This design comes from an exercise in tuning for small area on the open sky130 flow, not from production work.
RTL that was checked went through simulation tests only; none was proved equivalent to the original.
Only the layout flow was run in run 3; the RTL was not checked for function there.
No driver is modelled on the clock port, so clocking that relies on it looks cheaper here than on a real chip.
Power figures rest on the tool's default switching activity, not on a simulated workload.

**flow/run.sh**
```bash
#!/bin/bash
# Own layout flow: the standard ORFS flow (standard.sh) with these changes.
#  1. Synthesis: ORFS's synthesis with the script of its abc call replaced, in
#     two adder variants: no half/full-adder cell mapping, and full adders
#     only. Each variant runs with each flow/abc_*.abc and the run whose netlist
#     has the smallest cell area (buffers aside) is kept as the layout's
#     synthesis (its results are copied, not re-run). Registers are
#     mapped before abc, as in the standard synthesis; the flow checks that the
#     kept netlist has the standard synthesis's registers (names and cell types)
#     and falls back to the standard synthesis if none does.
#  2. Port buffers use the smallest buffer, sky130_fd_sc_hd__buf_1.
#  3. Tie cells: synthesis's two tie cells (constant 1 and constant 0) are merged
#     into one sky130_fd_sc_hd__conb_1 (flow/merge_ties.py), and they are not
#     duplicated per load (SKIP_REPAIR_TIE_FANOUT).
#  4. Clock: before CTS, flow/pre_cts.tcl buffers the clock with one clock buffer
#     per group of registers (OWN_CLK_GROUPS groups by position, OWN_CLKBUF
#     cells); CTS then leaves the buffered net as it is and ORFS's CTS step goes
#     on as usual (legalisation, timing repair).
# Each tool run's full output goes to a log file of its own in the work folder.
set -euo pipefail
W=$PWD
F=$W/flow
export OWN_CLKBUF=${OWN_CLKBUF:-sky130_fd_sc_hd__clkbuf_4}
export OWN_CLK_GROUPS=${OWN_CLK_GROUPS:-3}
R=orfs/results/sky130hd/main/base
TR=results/sky130hd/main/base

regs() {  # register cell types (drive strength dropped) and names of a netlist
  grep -oE 'sky130_fd_sc_hd__[a-z0-9]*df[a-z0-9]*_[0-9]+ +[^ ]+' "$1" | sed -E 's/_[0-9]+ +/ /' | sort
}
area() {  # cell area without buffers from a synth_stat.txt
  awk '/sky130_fd_sc_hd__/ && $3 !~ /__(buf|clkbuf)_/ {s += $2} END {printf "%.3f\n", s}' "$1"
}

# standard synthesis, for its registers
bash standard.sh WORK_HOME="$W/try_std" synth > "$W/synth_std.log" 2>&1
regs "$W/try_std/$TR/1_2_yosys.v" > "$W/regs_std.txt"
test -s "$W/regs_std.txt"

# synthesis scripts: variant x abc script
names=()
for v in noadd fa; do
  for s in "$F"/abc_*.abc; do
    n=${v}_$(basename "$s" .abc)
    sed 's#log_cmd abc {\*}$abc_args#set abc_args [lreplace $abc_args 1 1 '"$s"']; log_cmd abc {*}$abc_args#' \
      "$FLOW_HOME/scripts/synth.tcl" > "$W/synth_body_$n.tcl"
    grep -q "$s" "$W/synth_body_$n.tcl" || continue
    if [[ $v == fa ]]; then
      sed -i 's#extract_fa {\*}\[dont_use_extract_fa_args\]#extract_fa -fa#' "$W/synth_body_$n.tcl"
      grep -q "extract_fa -fa" "$W/synth_body_$n.tcl" || continue
    fi
    sed "s#source \$::env(SCRIPTS_DIR)/synth.tcl#source $W/synth_body_$n.tcl#" "$W/synth_recipe.tcl" > "$W/synth_$n.tcl"
    grep -q "synth_body_$n" "$W/synth_$n.tcl" || continue
    names+=("$n")
  done
done
adder_arg() { if [[ $1 == noadd_* ]]; then echo "ADDER_MAP_FILE="; else echo "OWN_VARIANT=$1"; fi; }

run_try() {
  local n=$1
  bash standard.sh WORK_HOME="$W/try_$n" SYNTH_SCRIPT="$W/synth_$n.tcl" "$(adder_arg "$n")" synth \
    > "$W/synth_$n.log" 2>&1 || return 0
  regs "$W/try_$n/$TR/1_2_yosys.v" > "$W/regs_$n.txt"
  if cmp -s "$W/regs_std.txt" "$W/regs_$n.txt"; then
    echo "$n $(area "$W/try_$n/reports/sky130hd/main/base/synth_stat.txt")" > "$W/area_$n.txt"
  fi
}
i=0
for n in "${names[@]}"; do
  run_try "$n" &
  i=$((i + 1))
  if (( i % ${NUM_CORES:-4} == 0 )); then wait; fi
done
wait

best=""
best_area=""
for n in "${names[@]}"; do
  [[ -s "$W/area_$n.txt" ]] || continue
  a=$(awk '{print $2}' "$W/area_$n.txt")
  echo "$n $a" >> "$W/synth_areas.txt"
  if [[ -z "$best" ]] || awk -v a="$a" -v b="$best_area" 'BEGIN {exit !(a < b)}'; then
    best=$n
    best_area=$a
  fi
done
echo "chosen: ${best:-standard}" >> "$W/synth_areas.txt"

mkdir -p orfs
if [[ -n "$best" ]]; then
  cp -a "$W/try_$best/." orfs/
else
  cp -a "$W/try_std/." orfs/
fi
# one tie cell for both constants (its netlist change makes make rebuild 1_synth.odb)
python3 "$F/merge_ties.py" "$R/1_2_yosys.v" > "$W/merge_ties.log" 2>&1 || true
md5sum "$R/1_2_yosys.v" > "$W/synth_netlist.md5"
bash standard.sh synth > "$W/synth.log" 2>&1
md5sum -c "$W/synth_netlist.md5" >> "$W/synth.log" 2>&1 || true
regs "$R/1_2_yosys.v" > "$W/regs_final.txt"
cmp "$W/regs_std.txt" "$W/regs_final.txt"

bash standard.sh BUFFER_PORTS_ARGS="-buffer_cell sky130_fd_sc_hd__buf_1" SKIP_REPAIR_TIE_FANOUT=1 \
  PRE_CTS_TCL="$F/pre_cts.tcl" finish > "$W/layout.log" 2>&1
test -s out/final.def
```
**flow/abc_a7.abc**
```
strash;balance -l;resub -K 6 -l;rewrite -l;resub -K 6 -N 2 -l;refactor -l;resub -K 8 -l;balance -l;resub -K 8 -N 2 -l;rewrite -l;resub -K 10 -l;rewrite -z -l;resub -K 10 -N 2 -l;balance -l;resub -K 12 -l;refactor -z -l;resub -K 12 -N 2 -l;rewrite -z -l;balance -l;dch -f;amap;mfs2;strash;balance -l;resub -K 6 -l;rewrite -l;resub -K 6 -N 2 -l;refactor -l;resub -K 8 -l;balance -l;resub -K 8 -N 2 -l;rewrite -l;resub -K 10 -l;rewrite -z -l;resub -K 10 -N 2 -l;balance -l;resub -K 12 -l;refactor -z -l;resub -K 12 -N 2 -l;rewrite -z -l;balance -l;dch -f;amap;mfs2;strash;dch -f;amap
```
**flow/abc_b1.abc**
```
strash;&get -n;&deepsyn -T 15;&put;dch -f;amap;mfs2;strash;dch -f;amap
```
**flow/abc_b2.abc**
```
strash;balance -l;resub -K 6 -l;rewrite -l;resub -K 6 -N 2 -l;refactor -l;resub -K 8 -l;balance -l;resub -K 8 -N 2 -l;rewrite -l;resub -K 10 -l;rewrite -z -l;resub -K 10 -N 2 -l;balance -l;resub -K 12 -l;refactor -z -l;resub -K 12 -N 2 -l;rewrite -z -l;balance -l;balance -l;resub -K 6 -l;rewrite -l;resub -K 6 -N 2 -l;refactor -l;resub -K 8 -l;balance -l;resub -K 8 -N 2 -l;rewrite -l;resub -K 10 -l;rewrite -z -l;resub -K 10 -N 2 -l;balance -l;resub -K 12 -l;refactor -z -l;resub -K 12 -N 2 -l;rewrite -z -l;balance -l;dch -f;amap;mfs2;strash;balance -l;resub -K 6 -l;rewrite -l;resub -K 6 -N 2 -l;refactor -l;resub -K 8 -l;balance -l;resub -K 8 -N 2 -l;rewrite -l;resub -K 10 -l;rewrite -z -l;resub -K 10 -N 2 -l;balance -l;resub -K 12 -l;refactor -z -l;resub -K 12 -N 2 -l;rewrite -z -l;balance -l;dch -f;amap;mfs2;strash;dch -f;amap
```
**flow/abc_ds2.abc**
```
strash;&get -n;&deepsyn -T 15 -S 2;&put;dch -f;amap;mfs2;strash;dch -f;amap
```
**flow/abc_ds3.abc**
```
strash;&get -n;&deepsyn -T 15 -S 3;&put;dch -f;amap;mfs2;strash;dch -f;amap
```
**flow/abc_n3.abc**
```
strash;balance -l;resub -K 6 -l;rewrite -l;resub -K 6 -N 2 -l;refactor -l;resub -K 8 -l;balance -l;resub -K 8 -N 2 -l;rewrite -l;resub -K 10 -l;rewrite -z -l;resub -K 10 -N 2 -l;balance -l;resub -K 12 -l;refactor -z -l;resub -K 12 -N 2 -l;rewrite -z -l;balance -l;dch -f;amap;mfs2;strash;balance -l;resub -K 6 -l;rewrite -l;resub -K 6 -N 2 -l;refactor -l;resub -K 8 -l;balance -l;resub -K 8 -N 2 -l;rewrite -l;resub -K 10 -l;rewrite -z -l;resub -K 10 -N 2 -l;balance -l;resub -K 12 -l;refactor -z -l;resub -K 12 -N 2 -l;rewrite -z -l;balance -l;&get -n;&dch -f;&nf -R 1000 -p;&put
```
**flow/abc_p1.abc**
```
strash;&get -n;&deepsyn -T 15;&put;dch -f;amap;mfs2;strash;dch -f;&get -n;&nf -R 1000 -p -F 10 -A 10;&put
```
**flow/abc_p5.abc**
```
strash;&get -n;&deepsyn -T 15 -S 7;&put;dch -f;amap;mfs2;strash;dch -f;amap
```
**flow/merge_ties.py**
```python
#!/usr/bin/env python3
"""Merge the synthesis netlist's two tie cells (one driving constant 1 from HI,
one driving constant 0 from LO) into one sky130_fd_sc_hd__conb_1, which has
both outputs. Leaves the netlist as it is unless it has exactly one of each."""
import re, sys
path = sys.argv[1]
text = open(path).read()
cell = r"  sky130_fd_sc_hd__conb_1 (\S+) \(\n    \.%s\(([^()]*)\)\n  \);\n"
hi = list(re.finditer(cell % 'HI', text))
lo = list(re.finditer(cell % 'LO', text))
if len(hi) != 1 or len(lo) != 1:
    print("tie merge: %d HI-only and %d LO-only tie cells, netlist unchanged" % (len(hi), len(lo)))
    sys.exit(0)
h, l = hi[0], lo[0]
merged = "  sky130_fd_sc_hd__conb_1 %s (\n    .HI(%s),\n    .LO(%s)\n  );\n" % (h.group(1), h.group(2), l.group(2))
spans = sorted([(h.start(), h.end(), merged), (l.start(), l.end(), "")], reverse=True)
for a, b, rep in spans:
    text = text[:a] + rep + text[b:]
open(path, 'w').write(text)
print("tie merge: %s and %s merged into %s" % (h.group(1), l.group(1), h.group(1)))
```
**flow/pre_cts.tcl**
```tcl
# Clock buffering: the registers are split into OWN_CLK_GROUPS groups by
# position (sorted by x, equal counts); one clock buffer per group, placed at
# the group's centre, drives that group's clock pins.
set block [ord::get_db_block]
set dbu [[ord::get_db_tech] getDbUnitsPerMicron]
set regs {}
foreach inst [$block getInsts] {
  if { [[$inst getMaster] isSequential] } {
    set bb [$inst getBBox]
    lappend regs [list [expr {([$bb xMin] + [$bb xMax]) / 2}] [expr {([$bb yMin] + [$bb yMax]) / 2}] [$inst getName]]
  }
}
set regs [lsort -integer -index 0 $regs]
set n [llength $regs]
set g $::env(OWN_CLK_GROUPS)
for {set i 0} {$i < $g} {incr i} {
  set lo [expr {$i * $n / $g}]
  set hi [expr {($i + 1) * $n / $g - 1}]
  set xs 0; set ys 0; set pins {}
  foreach r [lrange $regs $lo $hi] {
    set xs [expr {$xs + [lindex $r 0]}]
    set ys [expr {$ys + [lindex $r 1]}]
    lappend pins [get_pins [lindex $r 2]/CLK]
  }
  set k [expr {$hi - $lo + 1}]
  set cx [expr {double($xs) / $k / $dbu}]
  set cy [expr {double($ys) / $k / $dbu}]
  puts "clock buffer $i at $cx $cy for $k registers"
  insert_buffer -buffer_cell $::env(OWN_CLKBUF) -net clk -load_pins $pins -location [list $cx $cy] -buffer_name clkbuf_$i -net_name clknet_$i
}
```
**standard.sh**
```bash
#!/bin/bash
# synth_recipe.tcl (not shown) runs the flow's synth.tcl, then flattens the netlist and writes it again
# the make line also repeats each setting of config.mk as NAME=value (left out here)
make -C /OpenROAD-flow-scripts/flow DESIGN_CONFIG=/design/flow/config.mk WORK_HOME=/design/flow/orfs CLKGATE_MAP_FILE= SYNTH_SCRIPT=/design/flow/synth_recipe.tcl "${@:-finish}"
```
**config.mk**
```make
export PLATFORM = sky130hd
export DESIGN_NAME = main
export DESIGN_NICKNAME = main
export VERILOG_FILES = /design/flow/design.v
export SDC_FILE = /design/flow/constraint.sdc
export NUM_CORES = 4
export LEC_CHECK = 0
export CAP_MARGIN = 20
export CORE_MARGIN = 2
export CORE_UTILIZATION = 40
export SLEW_MARGIN = 20
```
**constraint.sdc**
```tcl
create_clock -name core_clock -period 10.0 [get_ports {clk}]
set_input_delay 2.0000 -clock core_clock [delete_from_list [all_inputs] [get_ports {clk}]]
set_output_delay 2.0000 -clock core_clock [all_outputs]
set_load 0.01 [all_outputs]
```
**design.v**
```verilog
module DigitToSeg(D, seg, an);
input [3:0] D;
output [6:0] seg;
output [3:0] an;
assign seg[0] = (D == 4'd0) | (D == 4'd1) | (D == 4'd2) | (D == 4'd9) | (D == 4'd10) | (D == 4'd13) | (D == 4'd14) | (D == 4'd15);
assign seg[1] = (D == 4'd6) | (D == 4'd9) | (D == 4'd11) | (D == 4'd13) | (D == 4'd14) | (D == 4'd15);
assign seg[2] = (D == 4'd7) | (D == 4'd9) | (D == 4'd13) | (D == 4'd14) | (D == 4'd15);
assign seg[3] = (D == 4'd1) | (D == 4'd2) | (D == 4'd5) | (D == 4'd10) | (D == 4'd12) | (D == 4'd13) | (D == 4'd14) | (D == 4'd15);
assign seg[4] = (D == 4'd1) | (D == 4'd2) | (D == 4'd3) | (D == 4'd5) | (D == 4'd10) | (D == 4'd11) | (D == 4'd12) | (D == 4'd13) | (D == 4'd14) | (D == 4'd15);
assign seg[5] = (D == 4'd1) | (D == 4'd3) | (D == 4'd5) | (D == 4'd7) | (D == 4'd10) | (D == 4'd13) | (D == 4'd14) | (D == 4'd15);
assign seg[6] = (D == 4'd0) | (D == 4'd1) | (D == 4'd4) | (D == 4'd5) | (D == 4'd9) | (D == 4'd10) | (D == 4'd13) | (D == 4'd14) | (D == 4'd15);
assign an[0] = (D == 4'd1) | (D == 4'd2) | (D == 4'd3) | (D == 4'd4) | (D == 4'd5) | (D == 4'd6) | (D == 4'd7) | (D == 4'd8) | (D == 4'd9) | (D == 4'd10) | (D == 4'd11) | (D == 4'd12) | (D == 4'd13) | (D == 4'd14) | (D == 4'd15);
assign an[1] = (D == 4'd1) | (D == 4'd2) | (D == 4'd3) | (D == 4'd4) | (D == 4'd5) | (D == 4'd6) | (D == 4'd7) | (D == 4'd8) | (D == 4'd10) | (D == 4'd11) | (D == 4'd12) | (D == 4'd13) | (D == 4'd14) | (D == 4'd15);
assign an[2] = (D == 4'd0) | (D == 4'd9) | (D == 4'd10) | (D == 4'd13) | (D == 4'd14) | (D == 4'd15);
assign an[3] = (D == 4'd0) | (D == 4'd1) | (D == 4'd2) | (D == 4'd3) | (D == 4'd4) | (D == 4'd5) | (D == 4'd6) | (D == 4'd7) | (D == 4'd8) | (D == 4'd9) | (D == 4'd11) | (D == 4'd12) | (D == 4'd13) | (D == 4'd14) | (D == 4'd15);
endmodule
module SevenSegment2digit(sw, count);
input [7:0] sw;
output [3:0] count;
wire s1 = sw[0] ^ sw[1] ^ sw[2];
wire c1 = (sw[0] & sw[1]) | (sw[2] & (sw[0] ^ sw[1]));
wire s2 = sw[3] ^ sw[4] ^ sw[5];
wire c2 = (sw[3] & sw[4]) | (sw[5] & (sw[3] ^ sw[4]));
wire s3 = sw[6] ^ sw[7];
wire c3 = sw[6] & sw[7];
wire s4 = s1 ^ s2 ^ s3;
wire c4 = (s1 & s2) | (s3 & (s1 ^ s2));
wire s5 = c1 ^ c2 ^ c3;
wire c5 = (c1 & c2) | (c3 & (c1 ^ c2));
wire s6 = s5 ^ c4;
wire c6 = s5 & c4;
assign count = {c5 & c6, c5 ^ c6, s6, s4};
endmodule
module Countdown(m, digit);
input [5:0] m;
output reg [3:0] digit;
always @(*) begin
	if (m < 6'd5) digit = 4'd4;
	else if (m < 6'd10) digit = 4'd12;
	else if (m < 6'd15) digit = 4'd8;
	else if (m < 6'd20) digit = 4'd5;
	else if (m < 6'd24) digit = 4'd6;
	else if (m < 6'd29) digit = 4'd11;
	else if (m < 6'd34) digit = 4'd2;
	else if (m < 6'd39) digit = 4'd3;
	else if (m < 6'd44) digit = 4'd7;
	else if (m < 6'd49) digit = 4'd1;
	else digit = 4'd4;
end
endmodule
module main(clk, reset, multiply, stop, Led, seg, an, sw, dp );
input reset;
input multiply;
input stop;
input clk;
input [7:0] sw;
output [7:0] Led;
output [6:0] seg;
output [3:0] an;
output dp;
reg [15:0] k;
reg        c0;
reg        f10;
reg        win;
reg        lose;
reg        t1, t2;       
reg  [3:0] D;            
reg  [4:0] L;            
wire run = ~win & ~lose;
wire [5:0] m = k[15:10];
wire odd_ok = k[0] ^ c0;
wire at4999  = odd_ok & (k[15:1] == 15'd2499);
wire at54999 = odd_ok & (k[15:1] == 15'd27499);
wire cur0 = (k >= 16'd50000) | (c0 & (k == 16'd49999));
wire ten_ev = (k[9:0] == 10'd0) & t2;
wire one_ev = k[9:0] == 10'd511;
wire [16:0] cy;
wire [15:0] kn;
assign cy[0] = 1'b1;
genvar i;
generate for (i = 0; i < 16; i = i + 1) begin : inc
	assign cy[i+1] = cy[i] & k[i];
	assign kn[i] = ~reset & (k[i] ^ cy[i]);
end endgenerate
wire [3:0] pc;
wire [3:0] digit;
Countdown CD(.m(m), .digit(digit));
SevenSegment2digit P(.sw(sw), .count(pc));
DigitToSeg S(.D(D), .seg(seg), .an(an));
always @(posedge clk) begin
	k <= kn;
	t1 <= f10;
	t2 <= t1;
	L <= multiply ? {pc, 1'b0} : {1'b0, pc};
	if (reset) begin
		c0 <= run;
		f10 <= 1'b1;
		win <= 1'b0;
		lose <= stop & run;
	end else if (run) begin
		if (at4999)
			f10 <= 1'b0;
		if (at54999 | (stop & ~cur0))
			lose <= 1'b1;
		else if (stop)
			win <= 1'b1;
	end
	if (lose)
		D <= 4'd9;
	else if (win)
		D <= 4'd0;
	else if (reset)
		D <= 4'd14;
	else if (ten_ev)
		D <= 4'd10;
	else if (one_ev)
		D <= digit;
end
assign Led = {3'b000, L};
assign dp = 1'b1;
endmodule
```
==> qor.yml, run 1 <==
status: "no timing/DRC/antenna violations"
p_sw_share_pct: 28.99
cts.hold.buffers_added: 0
drive_gt1_share_pct: 1.345
crit_chain: "clkinv_1 > nor2_1 > a21o_1 > nor2_1 > o21ai_0 > clkinv_1 > nand2_1 > buf_1"
worstPathRequired_ns: 8.00
syn_area_per_cell_um2: 7.761
top_regs: "k x16, L x5, D x4"
dieArea_um2: 4333
cp-start-kind: "flip-flop"
reg2reg_from: "k[0]"
rsz0062_at_grt: "no"
finalCriticalPeriod_ns: 3.720
hold_path_class: "reg2reg"
antennaDiodeCount: 0
cap_violations: 0
core-area_um2: 3661
io_buffers: 27
finalWirelength_mm: 3.111
p_leak_nw: 0.5643
grt_pass1_wl_mm: 5.230
worstSetupPathType: "reg2out"
min_from: "t1"
dieWidth_um: 65.83
power_switching_w: 0.00006756
period_share_pct: 37.20
crit_fanout: 8
intPower_w: 0.0001655
nNetsFinal: 242
grt_max_degree: 14
tightest_slew_ns: 0.6280
synth_warnings: 2
final_common_cell: "nor2_1"
finalHoldViolCount: 0
min_path_cells: 0
cpMaxStageDelayCell: "dfxtp_1"
skew_ns: 0.01425
whs_endpoint: "t2"
rrSetupSlack_ns: 7.41
drt_pass1_iterations: 4
grt_overflow: 0
power_per_cell_area_nw_per_um2: 138.5
crit_path_end_kind: "output pin"
wl_per_cell_um: 11.48
synth_area_um2: 1529
grt_pass1_vias: 1220
arrival_ns: 1.72
drc: 0
place_congestion: 0.8823
setup_viol: 0
worstReg2RegEnd: "k[15]"
ant_nets: 0
hpwl_mm: 2.426
via_per_inst: 5.077
slew_headroom_pct: 58.14
num_io_pins: 32
pwr-share-seq_pct: 58.8
rows: 22
clk_latency_ns: 0.17
finalSetupTns_ns: 0
initial_utilization_pct: 41.76
p_clk_share_pct: 19.7
cts_resized: 0
irDropWorstVdd_uv: 65.15
report.final.slew_viol_count: 0
holdWs_ns: 0.3358
die_height_um: 65.83
p_comb_share_pct: 21.5
syn2layout_area_growth_pct: 10.07
crit_family: "flip-flops"
cts_setup_buffers: 0
antenna_found_initial: 0
largest_reg_flops: 16
path_clk_slew_ns: 0.12
num_vias: 1376
syn_nets: 214
critPathBufInv: 3
layout_common_cells: "32 x nor2_1, 29 x dfxtp_1, 28 x clkinv_1, 27 x buf_1, 17 x o21ai_0"
synthCells: 197
rr_worst_depth: 13
top_register: "k"
slowest_delay_ns: 0.48
fmax_mhz: 268.8
drt_iter0_drc: 46
grt_use_total_pct: 14.64
-- layer usage --
metal / global-route usage [%] / up-vias / wire length, µm
met2: 27.53 / 29 / 1508
li1: - / 732 / -
met5: 0 / - / 0
met4: 1.042 / 0 / 14
met3: 1.022 / 2 / 132
met1: 19.01 / 613 / 1455
-- power groups by stage --
stage / combinational [W] / sequential, W / clock (W)
after floorplan: 0.0000329 / 0.000141 / 0
after global placement: 0.0000500 / 0.000140 / 0
after detailed placement: 0.0000503 / 0.000140 / 0
after CTS: 0.0000507 / 0.000140 / 0.0000331
after global routing: 0.0000569 / 0.000138 / 0.0000524
final: 0.0000501 / 0.000137 / 0.0000459
-- worst max-delay path by stage --
stage	start	slack, ns	end	cells past startpoint
6_report	D[3]	6.28	an[1]	8
5_1_grt	D[3]	6.03	an[1]	8
4_1_cts	sw[0]	6.38	L[2]	8
3_5_place_dp	reset	6.39	lose	3
3_3_place_gp	sw[3]	6.43	L[3]	8
2_1_floorplan	sw[3]	6.60	L[3]	7
-- stage by stage --
| stage | util [%] | power, W | area (µm²) | worst slack [ns] | instances |
|---|---|---|---|---|---|
| floorplan | - | 0.0001744 | 1529 | 6.602 | 197 |
| global placement | 45.35 | 0.0001901 | 1660 | 6.426 | 268 |
| detailed placement | 45.35 | 0.0001904 | 1660 | 6.392 | 268 |
| CTS | 45.97 | 0.0002240 | 1683 | 6.385 | 271 |
| global route | 45.97 | 0.0002476 | 1683 | 6.029 | 271 |
| finish | 45.97 | 0.0002330 | 1683 | 6.280 | 271 |
-- final cells by class, clock buffers not listed --
class                           instances  area (µm²)
Fill cell                             394        1978
Multi-Input combinational cell        134       753.2
Timing Repair Buffer                   27       101.3
Tap cell                               48       60.06
Sequential cell                        31       640.6
Inverter                               28       105.1
==> run 2: changes to the inputs <==
--- a/flow/run.sh
+++ b/flow/run.sh
@@ -9,9 +9,7 @@
 #     kept netlist has the standard synthesis's registers (names and cell types)
 #     and falls back to the standard synthesis if none does.
 #  2. Port buffers use the smallest buffer, sky130_fd_sc_hd__buf_1.
-#  3. Tie cells: synthesis's two tie cells (constant 1 and constant 0) are merged
-#     into one sky130_fd_sc_hd__conb_1 (flow/merge_ties.py), and they are not
-#     duplicated per load (SKIP_REPAIR_TIE_FANOUT).
+#  3. Tie cells are not duplicated per load (SKIP_REPAIR_TIE_FANOUT).
 #  4. Clock: before CTS, flow/pre_cts.tcl buffers the clock with one clock buffer
 #     per group of registers (OWN_CLK_GROUPS groups by position, OWN_CLKBUF
 #     cells); CTS then leaves the buffered net as it is and ORFS's CTS step goes
@@ -92,8 +90,6 @@
 else
   cp -a "$W/try_std/." orfs/
 fi
-# one tie cell for both constants (its netlist change makes make rebuild 1_synth.odb)
-python3 "$F/merge_ties.py" "$R/1_2_yosys.v" > "$W/merge_ties.log" 2>&1 || true
 md5sum "$R/1_2_yosys.v" > "$W/synth_netlist.md5"
 bash standard.sh synth > "$W/synth.log" 2>&1
 md5sum -c "$W/synth_netlist.md5" >> "$W/synth.log" 2>&1 || true
removed: flow/merge_ties.py
==> qor.yml, run 2 <==
drt_pass1_iterations: 4  # unchanged
io_buffers: 27  # unchanged
period_share_pct: 37.37  # +0.17 points
antenna_found_initial: 0  # unchanged
ys_ff_latch: 31
rows: 22  # unchanged
place_congestion: 0.8513  # -3.5%
worstSetupPathType: "reg2out"
drt_iter0_drc: 62  # +35%
crit_family: "flip-flops"
synth_top_flop_cell: "dfxtp_1"
utilization_pct: 46.07  # +0.10 points
crit_chain: "clkinv_1 > nor2_1 > a21o_1 > nor2_1 > o21ai_0 > clkinv_1 > nand2_1 > buf_1"
yosys.area.top_type: "dfxtp_1"
die_height_um: 65.90  # +0.11%
p_sw_share_pct: 28.63  # -0.37 points
cts_setup_buffers: 0  # unchanged
grt_pass1_vias: 1283  # +5.2%
p_clk_share_pct: 19.1  # -0.6 points
worstPathRequired_ns: 8.00  # about the same
path_clk_slew_ns: 0.11  # about the same
power_per_cell_area_nw_per_um2: 137.6  # -0.64%
rr_worst_depth: 13  # unchanged
busiest_layer: "met2"
grt_use_total_pct: 15.48  # +0.84 points
worst-path-stages: 8  # unchanged
regArea_um2: 640.6  # unchanged
hold_path_class: "reg2reg"
yosysMostFrequentCell: "nor2_1"
irDropWorstVdd_uv: 73.54  # +13%
ys_seq_area_share_pct: 41.80
fillCellCount: 379  # -3.8%
syn2layout_area_growth_pct: 10.04  # about the same
ant_nets: 0  # unchanged
top_regs: "k x16, L x5, D x4"
largest_reg_flops: 16  # unchanged
syn_nets: 214  # unchanged
critPathBufInv: 3  # unchanged
wl_per_cell_um: 11.40  # -0.72%
min_path_cells: 0  # unchanged
power_switching_w: 0.00006643  # -1.7%
antennaDiodeCount: 0  # unchanged
crit_fanout: 8  # unchanged
async_flop_share_pct: 0
met1_usage_pct: 20.91  # +1.9 points
p_comb_share_pct: 21.8  # +0.3 points
slowest_delay_ns: 0.49  # about the same
setup_viol: 0  # unchanged
cpMaxStageDelayCell: "dfxtp_1"
num_io_pins: 32  # unchanged
num_vias: 1381  # +0.36%
skew_ns: 0.01186  # -0.002395 ns
report.final.slew_viol_count: 0  # unchanged
finalCriticalPeriod_ns: 3.737  # +0.01723 ns
dieArea_um2: 4343  # +0.23%
rsz0062_at_grt: "no"
drc: 0  # unchanged
via_per_inst: 5.077  # about the same
pwr-share-seq_pct: 59.1  # +0.3 points
hpwl_mm: 2.463  # +1.5%
grt_max_degree: 14  # unchanged
synth.cells.most_frequent: "32 x nor2_1, 29 x dfxtp_1, 28 x clkinv_1, 17 x o21ai_0, 16 x nand2_1"
final_common_cell: "nor2_1"
p_leak_nw: 0.5675  # +0.57%
arrival_ns: 1.74  # +0.02 ns
nNetsFinal: 242  # unchanged
core-area_um2: 3661  # unchanged
dieWidth_um: 65.90  # +0.11%
top_register: "k"
cts_resized: 0  # unchanged
syn_area_per_cell_um2: 7.741  # -0.26%
synth_warnings: 2  # unchanged
multi_input_area_um2: 757.0  # +0.50%
cts.hold.buffers_added: 0  # unchanged
grt.met2_usage_pct: 27.90  # +0.38 points
synth_cell_types: 31
slew_headroom_pct: 58.96  # +0.83 points
synthCells: 198  # +0.51%
synth_area_um2: 1533  # +0.25%
grt_use_met3_pct: 1.022  # unchanged
crit_path_end_kind: "output pin"
intPower_w: 0.0001656  # about the same
grt_pass1_wl_mm: 5.582  # +6.7%
cp-start-kind: "flip-flop"
drive_gt1_share_pct: 1.339  # -0.0060 points
finalHoldViolCount: 0  # unchanged
fmax_mhz: 267.6  # -0.46%
synth_edf_count: 2
cap_violations: 0  # unchanged
status: "no timing/DRC/antenna violations"
finalSetupTns_ns: 0  # unchanged
layout_common_cells: "32 x nor2_1, 29 x dfxtp_1, 28 x clkinv_1, 27 x buf_1, 17 x o21ai_0"
finalWirelength_mm: 3.100  # -0.35%
synth_top_area_share_pct: 37.88
grt_overflow: 0  # unchanged
initial_utilization_pct: 41.87  # +0.10 points
clk_latency_ns: 0.17  # about the same
synth.area.top_cells: "dfxtp_1 38%, nor2_1 7.8%, clkinv_1 6.9%"
tightest_slew_ns: 0.6155  # -0.01243 ns
[run 2: cell types whose count changed in the layout (fill, tap and decap cells not counted), sizes merged]
cell and delta:
conb +1
[run 2: through the flow]
| stage | instance area, µm² | cells | hold WS (ns) | power (W) | setup slack, ns |
|---|---|---|---|---|---|
| final | 1687 | 272 | 0.3343 | 0.0002321 | 6.263 |
| after global routing | 1687 | 272 | 0.3573 | 0.0002491 | 5.995 |
| after CTS | 1687 | 272 | 0.3143 | 0.0002245 | 6.396 |
| after detailed placement | 1664 | 269 | 0.3143 | 0.0001911 | 6.400 |
| after global placement | 1664 | 269 | 0.3113 | 0.0001901 | 6.432 |
| after floorplan | 1533 | 198 | 0.3096 | 0.0001744 | 6.602 |
[run 2: power by group through the flow]
stage               Combinational, W  Clock [W]  Sequential (W)
global route               0.0000582  0.0000525        0.000138
detailed placement         0.0000511          0        0.000140
global placement           0.0000501          0        0.000140
floorplan                  0.0000329          0        0.000141
CTS                        0.0000513  0.0000331        0.000140
finish                     0.0000506  0.0000444        0.000137
[run 2: kinds of logic (layout without fill, tap and decap cells)]
| group | after synthesis | after routing | synth area share [%] |
|---|---|---|---|
| AO/OA/AOI/OAI | 52 | 52 | 21.06 |
| adder cells (fa/ha/maj) | 4 | 4 | 5.225 |
| buffers and inverters | 32 | 58 | 8.816 |
| flip-flops | 31 | 31 | 41.80 |
| other | 2 | 2 | 0.4900 |
| AND/OR/NAND/NOR | 77 | 77 | 22.61 |
[run 2: layout make-up, clock buffers not listed]
cell class | count | area share, %
tap | 48 | 3.561
inverter | 28 | 6.231
timing repair buffer | 27 | 6.009
multi-input combinational | 135 | 44.88
sequential | 31 | 37.98
[run 2: worst paths after layout]
path	slack, ns	end	start
setup / recovery	6.26	an[1]	D[3]
hold / removal	0.33	t2	t1
setup reg to reg	7.32	k[15]	k[0]
hold reg to reg	0.33	t2	t1
[run 2: per-layer routing]
metal	up-vias	share of wire, %	wire [µm]
met5	-	0	0
met3	5	4.0	124
met2	26	47	1455
li1	737	-	-
met1	613	48	1490
met4	0	0.94	29
==> run 3: changes to the inputs <==
--- a/design.v
+++ b/design.v
@@ -2,16 +2,16 @@
 input [3:0] D;
 output [6:0] seg;
 output [3:0] an;
-assign seg[0] = (D == 4'd0) | (D == 4'd1) | (D == 4'd2) | (D == 4'd9) | (D == 4'd10) | (D == 4'd13) | (D == 4'd14) | (D == 4'd15);
-assign seg[1] = (D == 4'd6) | (D == 4'd9) | (D == 4'd11) | (D == 4'd13) | (D == 4'd14) | (D == 4'd15);
-assign seg[2] = (D == 4'd7) | (D == 4'd9) | (D == 4'd13) | (D == 4'd14) | (D == 4'd15);
-assign seg[3] = (D == 4'd1) | (D == 4'd2) | (D == 4'd5) | (D == 4'd10) | (D == 4'd12) | (D == 4'd13) | (D == 4'd14) | (D == 4'd15);
-assign seg[4] = (D == 4'd1) | (D == 4'd2) | (D == 4'd3) | (D == 4'd5) | (D == 4'd10) | (D == 4'd11) | (D == 4'd12) | (D == 4'd13) | (D == 4'd14) | (D == 4'd15);
+assign seg[0] = (D == 4'd0) | (D == 4'd1) | (D == 4'd2) | (D == 4'd10) | (D == 4'd12) | (D == 4'd13) | (D == 4'd14) | (D == 4'd15);
+assign seg[1] = (D == 4'd6) | (D == 4'd11) | (D == 4'd12) | (D == 4'd13) | (D == 4'd14) | (D == 4'd15);
+assign seg[2] = (D == 4'd7) | (D == 4'd12) | (D == 4'd13) | (D == 4'd14) | (D == 4'd15);
+assign seg[3] = (D == 4'd1) | (D == 4'd2) | (D == 4'd5) | (D == 4'd9) | (D == 4'd10) | (D == 4'd13) | (D == 4'd14) | (D == 4'd15);
+assign seg[4] = (D == 4'd1) | (D == 4'd2) | (D == 4'd3) | (D == 4'd5) | (D == 4'd9) | (D == 4'd10) | (D == 4'd11) | (D == 4'd13) | (D == 4'd14) | (D == 4'd15);
 assign seg[5] = (D == 4'd1) | (D == 4'd3) | (D == 4'd5) | (D == 4'd7) | (D == 4'd10) | (D == 4'd13) | (D == 4'd14) | (D == 4'd15);
-assign seg[6] = (D == 4'd0) | (D == 4'd1) | (D == 4'd4) | (D == 4'd5) | (D == 4'd9) | (D == 4'd10) | (D == 4'd13) | (D == 4'd14) | (D == 4'd15);
+assign seg[6] = (D == 4'd0) | (D == 4'd1) | (D == 4'd4) | (D == 4'd5) | (D == 4'd10) | (D == 4'd12) | (D == 4'd13) | (D == 4'd14) | (D == 4'd15);
 assign an[0] = (D == 4'd1) | (D == 4'd2) | (D == 4'd3) | (D == 4'd4) | (D == 4'd5) | (D == 4'd6) | (D == 4'd7) | (D == 4'd8) | (D == 4'd9) | (D == 4'd10) | (D == 4'd11) | (D == 4'd12) | (D == 4'd13) | (D == 4'd14) | (D == 4'd15);
-assign an[1] = (D == 4'd1) | (D == 4'd2) | (D == 4'd3) | (D == 4'd4) | (D == 4'd5) | (D == 4'd6) | (D == 4'd7) | (D == 4'd8) | (D == 4'd10) | (D == 4'd11) | (D == 4'd12) | (D == 4'd13) | (D == 4'd14) | (D == 4'd15);
-assign an[2] = (D == 4'd0) | (D == 4'd9) | (D == 4'd10) | (D == 4'd13) | (D == 4'd14) | (D == 4'd15);
+assign an[1] = (D == 4'd1) | (D == 4'd2) | (D == 4'd3) | (D == 4'd4) | (D == 4'd5) | (D == 4'd6) | (D == 4'd7) | (D == 4'd8) | (D == 4'd9) | (D == 4'd10) | (D == 4'd11) | (D == 4'd13) | (D == 4'd14) | (D == 4'd15);
+assign an[2] = (D == 4'd0) | (D == 4'd10) | (D == 4'd12) | (D == 4'd13) | (D == 4'd14) | (D == 4'd15);
 assign an[3] = (D == 4'd0) | (D == 4'd1) | (D == 4'd2) | (D == 4'd3) | (D == 4'd4) | (D == 4'd5) | (D == 4'd6) | (D == 4'd7) | (D == 4'd8) | (D == 4'd9) | (D == 4'd11) | (D == 4'd12) | (D == 4'd13) | (D == 4'd14) | (D == 4'd15);
 endmodule
 module SevenSegment2digit(sw, count);
@@ -36,7 +36,7 @@
 output reg [3:0] digit;
 always @(*) begin
 	if (m < 6'd5) digit = 4'd4;
-	else if (m < 6'd10) digit = 4'd12;
+	else if (m < 6'd10) digit = 4'd9;
 	else if (m < 6'd15) digit = 4'd8;
 	else if (m < 6'd20) digit = 4'd5;
 	else if (m < 6'd24) digit = 4'd6;
@@ -58,7 +58,8 @@
 output [6:0] seg;
 output [3:0] an;
 output dp;
-reg [15:0] k;
+reg [15:0] kq;             
+wire [15:0] k = ~kq;
 reg        c0;
 reg        f10;
 reg        win;
@@ -88,7 +89,7 @@
 SevenSegment2digit P(.sw(sw), .count(pc));
 DigitToSeg S(.D(D), .seg(seg), .an(an));
 always @(posedge clk) begin
-	k <= kn;
+	kq <= ~kn;
 	t1 <= f10;
 	t2 <= t1;
 	L <= multiply ? {pc, 1'b0} : {1'b0, pc};
@@ -106,7 +107,7 @@
 			win <= 1'b1;
 	end
 	if (lose)
-		D <= 4'd9;
+		D <= 4'd12;
 	else if (win)
 		D <= 4'd0;
 	else if (reset)
--- a/flow/run.sh
+++ b/flow/run.sh
@@ -9,7 +9,9 @@
 #     kept netlist has the standard synthesis's registers (names and cell types)
 #     and falls back to the standard synthesis if none does.
 #  2. Port buffers use the smallest buffer, sky130_fd_sc_hd__buf_1.
-#  3. Tie cells are not duplicated per load (SKIP_REPAIR_TIE_FANOUT).
+#  3. Tie cells: synthesis's two tie cells (constant 1 and constant 0) are merged
+#     into one sky130_fd_sc_hd__conb_1 (flow/merge_ties.py), and they are not
+#     duplicated per load (SKIP_REPAIR_TIE_FANOUT).
 #  4. Clock: before CTS, flow/pre_cts.tcl buffers the clock with one clock buffer
 #     per group of registers (OWN_CLK_GROUPS groups by position, OWN_CLKBUF
 #     cells); CTS then leaves the buffered net as it is and ORFS's CTS step goes
@@ -90,6 +92,8 @@
 else
   cp -a "$W/try_std/." orfs/
 fi
+# one tie cell for both constants (its netlist change makes make rebuild 1_synth.odb)
+python3 "$F/merge_ties.py" "$R/1_2_yosys.v" > "$W/merge_ties.log" 2>&1 || true
 md5sum "$R/1_2_yosys.v" > "$W/synth_netlist.md5"
 bash standard.sh synth > "$W/synth.log" 2>&1
 md5sum -c "$W/synth_netlist.md5" >> "$W/synth.log" 2>&1 || true
==> flow/merge_ties.py (new file) <==
#!/usr/bin/env python3
"""Merge the synthesis netlist's two tie cells (one driving constant 1 from HI,
one driving constant 0 from LO) into one sky130_fd_sc_hd__conb_1, which has
both outputs. Leaves the netlist as it is unless it has exactly one of each."""
import re, sys
path = sys.argv[1]
text = open(path).read()
cell = r"  sky130_fd_sc_hd__conb_1 (\S+) \(\n    \.%s\(([^()]*)\)\n  \);\n"
hi = list(re.finditer(cell % 'HI', text))
lo = list(re.finditer(cell % 'LO', text))
if len(hi) != 1 or len(lo) != 1:
    print("tie merge: %d HI-only and %d LO-only tie cells, netlist unchanged" % (len(hi), len(lo)))
    sys.exit(0)
h, l = hi[0], lo[0]
merged = "  sky130_fd_sc_hd__conb_1 %s (\n    .HI(%s),\n    .LO(%s)\n  );\n" % (h.group(1), h.group(2), l.group(2))
spans = sorted([(h.start(), h.end(), merged), (l.start(), l.end(), "")], reverse=True)
for a, b, rep in spans:
    text = text[:a] + rep + text[b:]
open(path, 'w').write(text)
print("tie merge: %s and %s merged into %s" % (h.group(1), l.group(1), h.group(1)))
==> qor.yml, run 3 <==
grt_pass1_wl_mm: 5.437  # -2.6%
status: "no timing/DRC/antenna violations"
dp_cells: 279  # +3.7%
power_per_cell_area_nw_per_um2: 130.8  # -4.9%
finalWirelength_mm: 3.127  # +0.87%
via_per_inst: 5.078  # about the same
irDropWorstVdd_uv: 53.96  # -27%
crit_fanout: 7  # -1
nNetsFinal: 249  # +2.9%
syn_area_per_cell_um2: 7.303  # -5.7%
ant_nets: 0  # unchanged
fmax_mhz: 261.4  # -2.3%
die_height_um: 65.62  # -0.42%
synth_warnings: 2  # unchanged
crit_path_end_kind: "output pin"
drc: 0  # unchanged
period_share_pct: 38.25  # +0.88 points
crit_family: "compound AO/OA/AOI/OAI gates"
largest_reg_flops: 16  # unchanged
grt_max_degree: 15  # +1
antenna_found_initial: 0  # unchanged
finalHoldViolCount: 0  # unchanged
layout_common_cells: "40 x nor2_1, 29 x dfxtp_1, 27 x buf_1, 26 x clkinv_1, 25 x nand2_1"
synthCells: 208  # +5.1%
reg2reg_from: "kq[0]"
cpMaxStageDelayCell: "dfxtp_1"
synth_area_um2: 1519  # -0.90%
worst-path-stages: 7  # -1
busiest_layer: "met2"
initial_utilization_pct: 41.49  # -0.38 points
rr_worst_depth: 13  # unchanged
cts.hold.buffers_added: 0  # unchanged
antennaDiodeCount: 0  # unchanged
report.final.slew_viol_count: 0  # unchanged
rsz0062_at_grt: "no"
drive_gt1_share_pct: 1.282  # -0.057 points
fin_cells: 282  # +3.7%
cap_violations: 0  # unchanged
setup_viol: 0  # unchanged
dieArea_um2: 4306  # -0.85%
drt_pass1_iterations: 4  # unchanged
io_buffers: 27  # unchanged
hold_path_class: "reg2reg"
finalSetupTns_ns: 0  # unchanged
tightest_slew_ns: 0.6689  # +0.05339 ns
worstPathRequired_ns: 8.00  # about the same
arrival_ns: 1.83  # +0.09 ns
cts_setup_buffers: 0  # unchanged
finalCriticalPeriod_ns: 3.825  # +0.08828 ns
crit_chain: "clkinv_1 > nor3_1 > a21oi_1 > o31ai_1 > o22ai_1 > o21ai_0 > buf_1"
met1_usage_pct: 20.47  # -0.45 points
critPathBufInv: 2  # -1
wl_per_cell_um: 11.09  # -2.7%
grt_overflow: 0  # unchanged
skew_ns: 0.008632  # -0.003224 ns
core-area_um2: 3661  # unchanged
total_power_w: 0.0002189  # -5.7%
grt.met2_usage_pct: 26.52  # -1.4 points
cts_resized: 0  # unchanged
grt_use_total_pct: 15.06  # -0.42 points
slowest_delay_ns: 0.46  # -0.03 ns
hpwl_mm: 2.420  # -1.7%
place_congestion: 0.7456  # -12%
top_register: "kq"
worstSetupPathType: "reg2out"
dieWidth_um: 65.62  # -0.42%
syn2layout_area_growth_pct: 10.13  # about the same
cp-start-kind: "flip-flop"
clk_latency_ns: 0.17  # about the same
min_from: "t1"
rows: 22  # unchanged
final_common_cell: "nor2_1"
p_leak_nw: 0.5855  # +3.2%
grt_pass1_vias: 1302  # +1.5%
grt_use_met3_pct: 1.541  # +0.52 points
syn_nets: 221  # +3.3%
min_path_cells: 0  # unchanged
num_vias: 1432  # +3.7%
slew_headroom_pct: 55.40  # -3.6 points
drt_iter0_drc: 61  # -1.6%
path_clk_slew_ns: 0.11  # about the same
num_io_pins: 32  # unchanged
crit_start: "D[3]"
top_regs: "kq x16, L x5, D x4"
[run 3: worst paths after layout]
path	slack (ns)	end
worst min-delay path	0.34	t2
worst min register to register	0.34	t2
worst max register to register	7.18	kq[14]
worst max-delay path	6.17	seg[4]
[run 3: final cells by class, clock buffers not listed]
class                           count  area [µm²]
Fill cell                         379        1988
Multi-Input combinational cell    147       750.7
Sequential cell                    31       640.6
Timing Repair Buffer               27       101.3
Inverter                           26       97.59
Tap cell                           48       60.06
[run 3: power by group]
group,switching (W),internal [W]
Combinational,0.0000243,0.0000134
Sequential,0.00000388,0.000131
Clock,0.0000319,0.0000144
Total,0.0000601,0.000159
[run 3: metrics by stage]
stage,hold WS [ns],cell area (µm²),utilization [%],worst slack [ns]
after floorplan,0.3096,1519,-,6.525
after global placement,0.3102,1650,45.08,6.332
after global routing,0.3413,1673,45.69,6.004
after detailed placement,0.3160,1650,45.08,6.221
final,0.3382,1673,45.69,6.175
after CTS,0.3160,1673,45.69,6.221
[run 3: per-layer routing]
| metal | wire [µm] | part of all wire [%] |
|---|---|---|
| met4 | 27 | 0.86 |
| met1 | 1543 | 49 |
| met5 | 0 | 0 |
| met2 | 1437 | 46 |
| met3 | 118 | 3.8 |

[what the ideal ports hide]
In the flow no input, the clock included, has a driving cell. The finished layouts below were timed again as built, in two steps.
Step 1 assumes that a clkbuf_16 drives the clock port and a buf_2 every other input.
Step 2, shift: input delay + t, output delay - t, t = (earliest + latest rising clock arrival at the registers) / 2. This alone moves slack from input paths to output paths.
Three values: ideal ports, drivers, drivers and shift; two values: the first two.
run | shift t [ns] | slack for setup (ns) | slew at the worst register clock pin (ns)
run 1 | 0.201 | 6.280 / 6.246 / 6.383 | 0.12 / 0.12
run 2 | 0.198 | 6.263 / 6.227 / 6.407 | 0.11 / 0.11
run 3 | 0.206 | 6.175 / 6.137 / 6.227 | 0.12 / 0.12
After both steps every run listed still meets setup and hold.
